Context: an optimization exercise on an open-source flow, tuned for small area. The choices shown serve that exercise and are no tape-out recipe.
RTL that was checked went through simulation tests only; none was proved equivalent to the original.
Power and IR drop assume default switching activity.

==> inputs of run D <==
Design ucsbece154a_mips, start of the top module:
module ucsbece154a_mips (
    input               clk, reset,
    output wire  [31:0] pc_o,
    input        [31:0] instr_i,
    output wire         MemWrite_o,
    output wire  [31:0] aluout_o, writedata_o,
    input        [31:0] readdata_i
);
==> module ucsbece154a_rf, before the edit <==
module ucsbece154a_rf (
    input               clk,
    input         [4:0] a1_i, a2_i, a3_i,
    output wire  [31:0] rd1_o, rd2_o,
    input               we3_i,
    input        [31:0] wd3_i
);
reg  [31:0] q [1:31];
wire [31:1] s1l, s1h, s2l, s2h;
ucsbece154a_rf_dec d1l (.a_i(a1_i), .s_o(s1l));
ucsbece154a_rf_dec d1h (.a_i(a1_i), .s_o(s1h));
ucsbece154a_rf_dec d2l (.a_i(a2_i), .s_o(s2l));
ucsbece154a_rf_dec d2h (.a_i(a2_i), .s_o(s2h));
genvar gi, gb;
generate
    for (gi = 1; gi < 32; gi = gi + 1) begin : g_reg
        always @(posedge clk)
            if (we3_i && a3_i == gi) q[gi] <= wd3_i;
    end
endgenerate
generate
    for (gb = 0; gb < 32; gb = gb + 1) begin : g_bit
        wire [10:0] n1, n2;
        wire [31:1] s1 = (gb < 16) ? s1l : s1h;
        wire [31:1] s2 = (gb < 16) ? s2l : s2h;
        for (gi = 0; gi < 10; gi = gi + 1) begin : g_grp
            ucsbece154a_rf_sel3 m1 (
                .s_i({s1[3*gi+3], s1[3*gi+2], s1[3*gi+1]}),
                .d_i({q[3*gi+3][gb], q[3*gi+2][gb], q[3*gi+1][gb]}),
                .y_n(n1[gi]));
            ucsbece154a_rf_sel3 m2 (
                .s_i({s2[3*gi+3], s2[3*gi+2], s2[3*gi+1]}),
                .d_i({q[3*gi+3][gb], q[3*gi+2][gb], q[3*gi+1][gb]}),
                .y_n(n2[gi]));
        end
        assign n1[10] = ~(s1[31] & q[31][gb]);
        assign n2[10] = ~(s2[31] & q[31][gb]);
        assign rd1_o[gb] = ~&n1;
        assign rd2_o[gb] = ~&n2;
    end
endgenerate
endmodule
==> module ucsbece154a_rf_dec, before the edit <==
module ucsbece154a_rf_dec (
    input   [4:0] a_i,
    output [31:1] s_o
);
genvar gi;
generate
    for (gi = 1; gi < 32; gi = gi + 1) begin : g_s
        assign s_o[gi] = (a_i == gi);
    end
endgenerate
endmodule
==> module ucsbece154a_alu, before the edit <==
module ucsbece154a_alu (
    input        [31:0] a_i, b_i,
    input               sub_i, logic_i, or_i, slt_i,
    output wire  [31:0] y_o,
    output wire         eq_o
);
wire [31:0] bx = b_i ^ {32{sub_i}};
wire [31:0] p  = a_i ^ bx;
wire [31:0] g  = a_i & bx;
reg  [31:0] G, P;
integer i, d;
always @* begin
    G = g;
    P = p;
    G[0] = g[0] | (p[0] & sub_i);
    for (d = 1; d < 32; d = d * 2)
        for (i = 2 * d - 1; i < 32; i = i + 2 * d) begin
            G[i] = G[i] | (P[i] & G[i - d]);
            P[i] = P[i] & P[i - d];
        end
    for (d = 8; d >= 1; d = d / 2)
        for (i = 3 * d - 1; i < 32; i = i + 2 * d) begin
            G[i] = G[i] | (P[i] & G[i - d]);
            P[i] = P[i] & P[i - d];
        end
end
wire [31:0] sum = p ^ {G[30:0], sub_i};
wire        lt  = (a_i[31] ^ b_i[31]) ? a_i[31] : sum[31];
wire [31:0] lg  = or_i ? (p | g) : g;
assign y_o  = logic_i ? lg : slt_i ? {31'b0, lt} : sum;
assign eq_o = &p;
endmodule
==> module ucsbece154a_datapath, before the edit <==
module ucsbece154a_datapath (
    input               clk, reset,
    input               RegWrite_i,
    input               RegDst_i,
    input               ALUSrc_i,
    input               Branch_i,
    input               MemToReg_i,
    input               Sub_i, Logic_i, Or_i, Slt_i,
    input               Jump_i,
    input               BranchNe_i,
    input               ZeroExtImm_i,
    output wire  [31:0] pc_o,
    input        [31:0] instr_i,
    output wire  [31:0] aluout_o, writedata_o,
    input        [31:0] readdata_i
);
reg  [29:0] pcw;
wire        eq;
wire [31:0] rd1, rd2;
wire [31:0] imm_ext = {{16{instr_i[15] & ~ZeroExtImm_i}}, instr_i[15:0]};
wire        taken   = Branch_i & (eq ^ BranchNe_i);
wire [29:0] pc_seq  = pcw + (taken ? imm_ext[29:0] : 30'b0) + 30'd1;
wire [29:0] pc_next = Jump_i ? {pcw[29:26], instr_i[25:0]} : pc_seq;
always @(posedge clk) begin
    if (reset) pcw <= 30'b0;
    else pcw <= pc_next;
end
assign pc_o = {pcw, 2'b00};
ucsbece154a_rf rf (
    .clk(clk),
    .a1_i(instr_i[25:21]), .a2_i(instr_i[20:16]),
    .a3_i(RegDst_i ? instr_i[15:11] : instr_i[20:16]),
    .rd1_o(rd1), .rd2_o(rd2),
    .we3_i(RegWrite_i & ~reset),
    .wd3_i(MemToReg_i ? readdata_i : aluout_o)
);
ucsbece154a_alu alu (
    .a_i(rd1), .b_i(ALUSrc_i ? imm_ext : rd2),
    .sub_i(Sub_i), .logic_i(Logic_i), .or_i(Or_i), .slt_i(Slt_i),
    .y_o(aluout_o),
    .eq_o(eq)
);
assign writedata_o = rd2;
endmodule
==> flow/config.mk <==
export PLATFORM = sky130hd
export DESIGN_NAME = ucsbece154a_mips
export DESIGN_NICKNAME = ucsbece154a_mips
export VERILOG_FILES = /design/flow/design.v
export SDC_FILE = /design/flow/constraint.sdc
export NUM_CORES = 4
export LEC_CHECK = 0
export CAP_MARGIN = 20
export CORE_MARGIN = 2
export CORE_UTILIZATION = 50
export CTS_BUF_LIST = sky130_fd_sc_hd__clkbuf_16
export CTS_CLUSTER_DIAMETER = 100
export CTS_CLUSTER_SIZE = 24
export SETUP_SLACK_MARGIN = 0.05
export SLEW_MARGIN = 20
export SYNTH_HIERARCHICAL = 1
==> flow/constraint.sdc <==
create_clock -name core_clock -period 9.5 [get_ports {clk}]
set_input_delay 1.9000 -clock core_clock [delete_from_list [all_inputs] [get_ports {clk}]]
set_output_delay 1.9000 -clock core_clock [all_outputs]
set_load 0.01 [all_outputs]
standard.sh (not shown) runs the stock make flow with config.mk's settings and CLKGATE_MAP_FILE= SYNTH_SCRIPT=/design/flow/synth_recipe.tcl, a recipe that flattens the netlist after the stock synthesis.
==> flow/flow/run.sh <==
#!/bin/bash
# Standard layout, with plain buffers (not delay cells) on the ports.
set -euo pipefail
export BUFFER_PORTS_ARGS="-buffer_cell sky130_fd_sc_hd__buf_2"
bash standard.sh > standard.log 2>&1
==> inputs of run R, as changes to run D <==
--- a/flow/design.v
+++ b/flow/design.v
@@ -60,23 +60,19 @@
     input        [31:0] wd3_i
 );
 reg  [31:0] q [1:31];
-wire [31:1] s1l, s1h, s2l, s2h;
-ucsbece154a_rf_dec d1l (.a_i(a1_i), .s_o(s1l));
-ucsbece154a_rf_dec d1h (.a_i(a1_i), .s_o(s1h));
-ucsbece154a_rf_dec d2l (.a_i(a2_i), .s_o(s2l));
-ucsbece154a_rf_dec d2h (.a_i(a2_i), .s_o(s2h));
+wire [31:1] s1, s2;      
 genvar gi, gb;
 generate
     for (gi = 1; gi < 32; gi = gi + 1) begin : g_reg
         always @(posedge clk)
             if (we3_i && a3_i == gi) q[gi] <= wd3_i;
+        assign s1[gi] = (a1_i == gi);
+        assign s2[gi] = (a2_i == gi);
     end
 endgenerate
 generate
     for (gb = 0; gb < 32; gb = gb + 1) begin : g_bit
         wire [10:0] n1, n2;
-        wire [31:1] s1 = (gb < 16) ? s1l : s1h;
-        wire [31:1] s2 = (gb < 16) ? s2l : s2h;
         for (gi = 0; gi < 10; gi = gi + 1) begin : g_grp
             ucsbece154a_rf_sel3 m1 (
                 .s_i({s1[3*gi+3], s1[3*gi+2], s1[3*gi+1]}),
@@ -91,17 +87,6 @@
         assign n2[10] = ~(s2[31] & q[31][gb]);
         assign rd1_o[gb] = ~&n1;
         assign rd2_o[gb] = ~&n2;
-    end
-endgenerate
-endmodule
-module ucsbece154a_rf_dec (
-    input   [4:0] a_i,
-    output [31:1] s_o
-);
-genvar gi;
-generate
-    for (gi = 1; gi < 32; gi = gi + 1) begin : g_s
-        assign s_o[gi] = (a_i == gi);
     end
 endgenerate
 endmodule
- CTS_BUF_LIST: sky130_fd_sc_hd__clkbuf_16 -> sky130_fd_sc_hd__clkbuf_4 sky130_fd_sc_hd__clkbuf_8
- CTS_CLUSTER_DIAMETER: 100 -> unset
- CTS_CLUSTER_SIZE: 24 -> unset
- SETUP_SLACK_MARGIN: 0.05 -> 0.1
==> inputs of run A, as changes to run D <==
--- a/flow/design.v
+++ b/flow/design.v
@@ -26,27 +26,27 @@
     output wire  [31:0] y_o,
     output wire         eq_o
 );
-wire [31:0] bx = b_i ^ {32{sub_i}};
-wire [31:0] p  = a_i ^ bx;
-wire [31:0] g  = a_i & bx;
-reg  [31:0] G, P;
+wire [31:0] ax = a_i ^ {32{sub_i}};
+wire [31:0] p  = ax ^ b_i;
+wire [31:0] g  = ax & b_i;
+reg  [31:0] G, P, Gn, Pn;
 integer i, d;
 always @* begin
     G = g;
     P = p;
-    G[0] = g[0] | (p[0] & sub_i);
-    for (d = 1; d < 32; d = d * 2)
-        for (i = 2 * d - 1; i < 32; i = i + 2 * d) begin
-            G[i] = G[i] | (P[i] & G[i - d]);
-            P[i] = P[i] & P[i - d];
-        end
-    for (d = 8; d >= 1; d = d / 2)
-        for (i = 3 * d - 1; i < 32; i = i + 2 * d) begin
-            G[i] = G[i] | (P[i] & G[i - d]);
-            P[i] = P[i] & P[i - d];
-        end
-end
-wire [31:0] sum = p ^ {G[30:0], sub_i};
+    for (d = 1; d < 32; d = d * 2) begin
+        Gn = G;
+        Pn = P;
+        for (i = 0; i < 32; i = i + 1)
+            if (i % (2 * d) >= d) begin
+                Gn[i] = G[i] | (P[i] & G[(i / (2 * d)) * (2 * d) + d - 1]);
+                Pn[i] = P[i] & P[(i / (2 * d)) * (2 * d) + d - 1];
+            end
+        G = Gn;
+        P = Pn;
+    end
+end
+wire [31:0] sum = (p ^ {32{sub_i}}) ^ {G[30:0], 1'b0};
 wire        lt  = (a_i[31] ^ b_i[31]) ? a_i[31] : sum[31];
 wire [31:0] lg  = or_i ? (p | g) : g;
 assign y_o  = logic_i ? lg : slt_i ? {31'b0, lt} : sum;
@@ -162,8 +162,12 @@
 wire [31:0] rd1, rd2;
 wire [31:0] imm_ext = {{16{instr_i[15] & ~ZeroExtImm_i}}, instr_i[15:0]};
 wire        taken   = Branch_i & (eq ^ BranchNe_i);
-wire [29:0] pc_seq  = pcw + (taken ? imm_ext[29:0] : 30'b0) + 30'd1;
-wire [29:0] pc_next = Jump_i ? {pcw[29:26], instr_i[25:0]} : pc_seq;
+wire [29:0] pc_next;
+ucsbece154a_pcnext pn (
+    .pc_i(pcw), .instr_i(instr_i[25:0]),
+    .taken_i(taken), .jump_i(Jump_i),
+    .pc_o(pc_next)
+);
 always @(posedge clk) begin
     if (reset) pcw <= 30'b0;
     else pcw <= pc_next;
@@ -184,6 +188,50 @@
     .eq_o(eq)
 );
 assign writedata_o = rd2;
+endmodule
+module ucsbece154a_pcnext (
+    input        [29:0] pc_i,
+    input        [25:0] instr_i,
+    input               taken_i, jump_i,
+    output wire  [29:0] pc_o
+);
+wire [15:0] x = instr_i[15:0] & {16{taken_i}};
+wire        t = instr_i[15] & taken_i;
+wire [15:0] p = pc_i[15:0] ^ x;
+wire [15:0] g = pc_i[15:0] & x;
+reg  [15:0] G, P, Gn, Pn;
+integer i, d;
+always @* begin
+    G = g;
+    P = p;
+    G[0] = g[0] | p[0];      
+    for (d = 1; d < 16; d = d * 2) begin
+        Gn = G;
+        Pn = P;
+        for (i = 0; i < 16; i = i + 1)
+            if (i % (2 * d) >= d) begin
+                Gn[i] = G[i] | (P[i] & G[(i / (2 * d)) * (2 * d) + d - 1]);
+                Pn[i] = P[i] & P[(i / (2 * d)) * (2 * d) + d - 1];
+            end
+        G = Gn;
+        P = Pn;
+    end
+end
+wire [15:0] lo  = p ^ {G[14:0], 1'b1};
+wire        c16 = G[15];
+reg  [13:0] ones, zeros;
+always @* begin
+    ones[0]  = 1'b1;
+    zeros[0] = 1'b1;
+    for (i = 1; i < 14; i = i + 1) begin
+        ones[i]  = ones[i - 1] & pc_i[15 + i];
+        zeros[i] = zeros[i - 1] & ~pc_i[15 + i];
+    end
+end
+wire        up = ~t & c16;       
+wire        dn = t & ~c16;       
+wire [13:0] hi = pc_i[29:16] ^ (({14{up}} & ones) | ({14{dn}} & zeros));
+assign pc_o = jump_i ? {pc_i[29:26], instr_i} : {hi, lo};
 endmodule
 module ucsbece154a_mips (
     input               clk, reset,
- SETUP_SLACK_MARGIN: 0.05 -> 0.2
==> flow_summary_export.csv <==
group,metric,value,unit
synth,synth_common_cells,"992 x edfxtp_1, 640 x a222oi_1, 180 x nor2_1",
layout,most-common-layout-cells,"992 x edfxtp_1, 640 x a222oi_1, 210 x buf_4, 159 x buf_2, 135 x nand4_1",
layout,comb.multi_input.count,1785,
min_path,holdCritStartpoint,"dp.pcw[29]",
die,dieWidth,307,um
power,p_sw,2.66,mW
synth,synthMuxAreaShare,0.0219,
run_status,status,"finished clean",
timing,tightest_slew,1130,ps
clock_tree,cts-htree-levels,2,
layout,nNonClkBuffers,377,
clock_tree,post_cts_buffers,0,
-- figures above: run A

==> flow_summary_export.csv <==
group,metric,value,unit
synth,synth_common_cells,"992 x edfxtp_1, 640 x a222oi_1, 220 x nor2_1",
clock_tree,post_cts_buffers,2,
synth,synth_ff_type,"edfxtp_1",
timing,tightest_slew,1150,ps
min_path,holdCritStartpoint,"dp.pcw[27]",
clock_tree,cts-htree-levels,2,
run_status,status,"finished clean",
placement,place.gp.congestion,1.00,
layout,most-common-layout-cells,"992 x edfxtp_1, 640 x a222oi_1, 330 x buf_4, 157 x buf_2, 146 x nor2_1",
layout,comb.multi_input.count,1823,
layout,drive_above_1_share,0.216,
clock_tree,root_buffer,"clkbuf_16",
layout,nNonClkBuffers,507,
synth,synthMuxAreaShare,0.0166,
-- figures above: run D

==> flow_summary_export.csv <==
group,metric,value,unit
layout,reg_top3,"dp.rf.q (992), dp.pcw (30)",
setup_path,cp_top_family,"compound AO/OA/AOI/OAI gates",
run_status,status,"finished clean",
min_path,holdCritStartpoint,"dp.pcw[27]",
layout,nNonClkBuffers,494,
clock_tree,post_cts_buffers,3,
synth,synthMuxAreaShare,0.0167,
power,p_sw,3.15,mW
layout,comb.multi_input.count,1747,
-- figures above: run R

For run D and run R, only the layout was checked, not whether the RTL still works.

-- port drivers added, routing unchanged --
Ports are ideal in the flow. The routed layouts listed here were re-timed in OpenROAD.
Step 1 (the two cells are an assumption about what drives the block):
set clk [get_ports {clk}]
set_driving_cell -lib_cell sky130_fd_sc_hd__clkbuf_16 $clk
set_driving_cell -lib_cell sky130_fd_sc_hd__buf_2 [delete_from_list [all_inputs] $clk]
Step 2, shift: input delay + t, output delay - t, t = (earliest + latest rising clock arrival at the registers) / 2. This alone moves slack from input paths to output paths.
Three values: no drivers, after step 1, after step 2; two values: the first two.
run | shift t [ns] | setup slack, ns | worst setup path at the end | latest minus earliest clock arrival (ns)
run D | 0.719 | 0.118 / 0.038 / -0.199 | input to register | 0.040 / 0.040
run R | 0.937 | 0.190 / 0.165 / -0.290 | input to register | 0.076 / 0.076
run A | 0.724 | 0.376 / 0.248 / -0.134 | input to register | 0.041 / 0.041
With both steps, setup timing fails in every run listed, where it was met with ideal ports. For run A, which loses most, drivers alone change the setup slack by -0.128 ns; drivers and shift together by -0.510 ns.
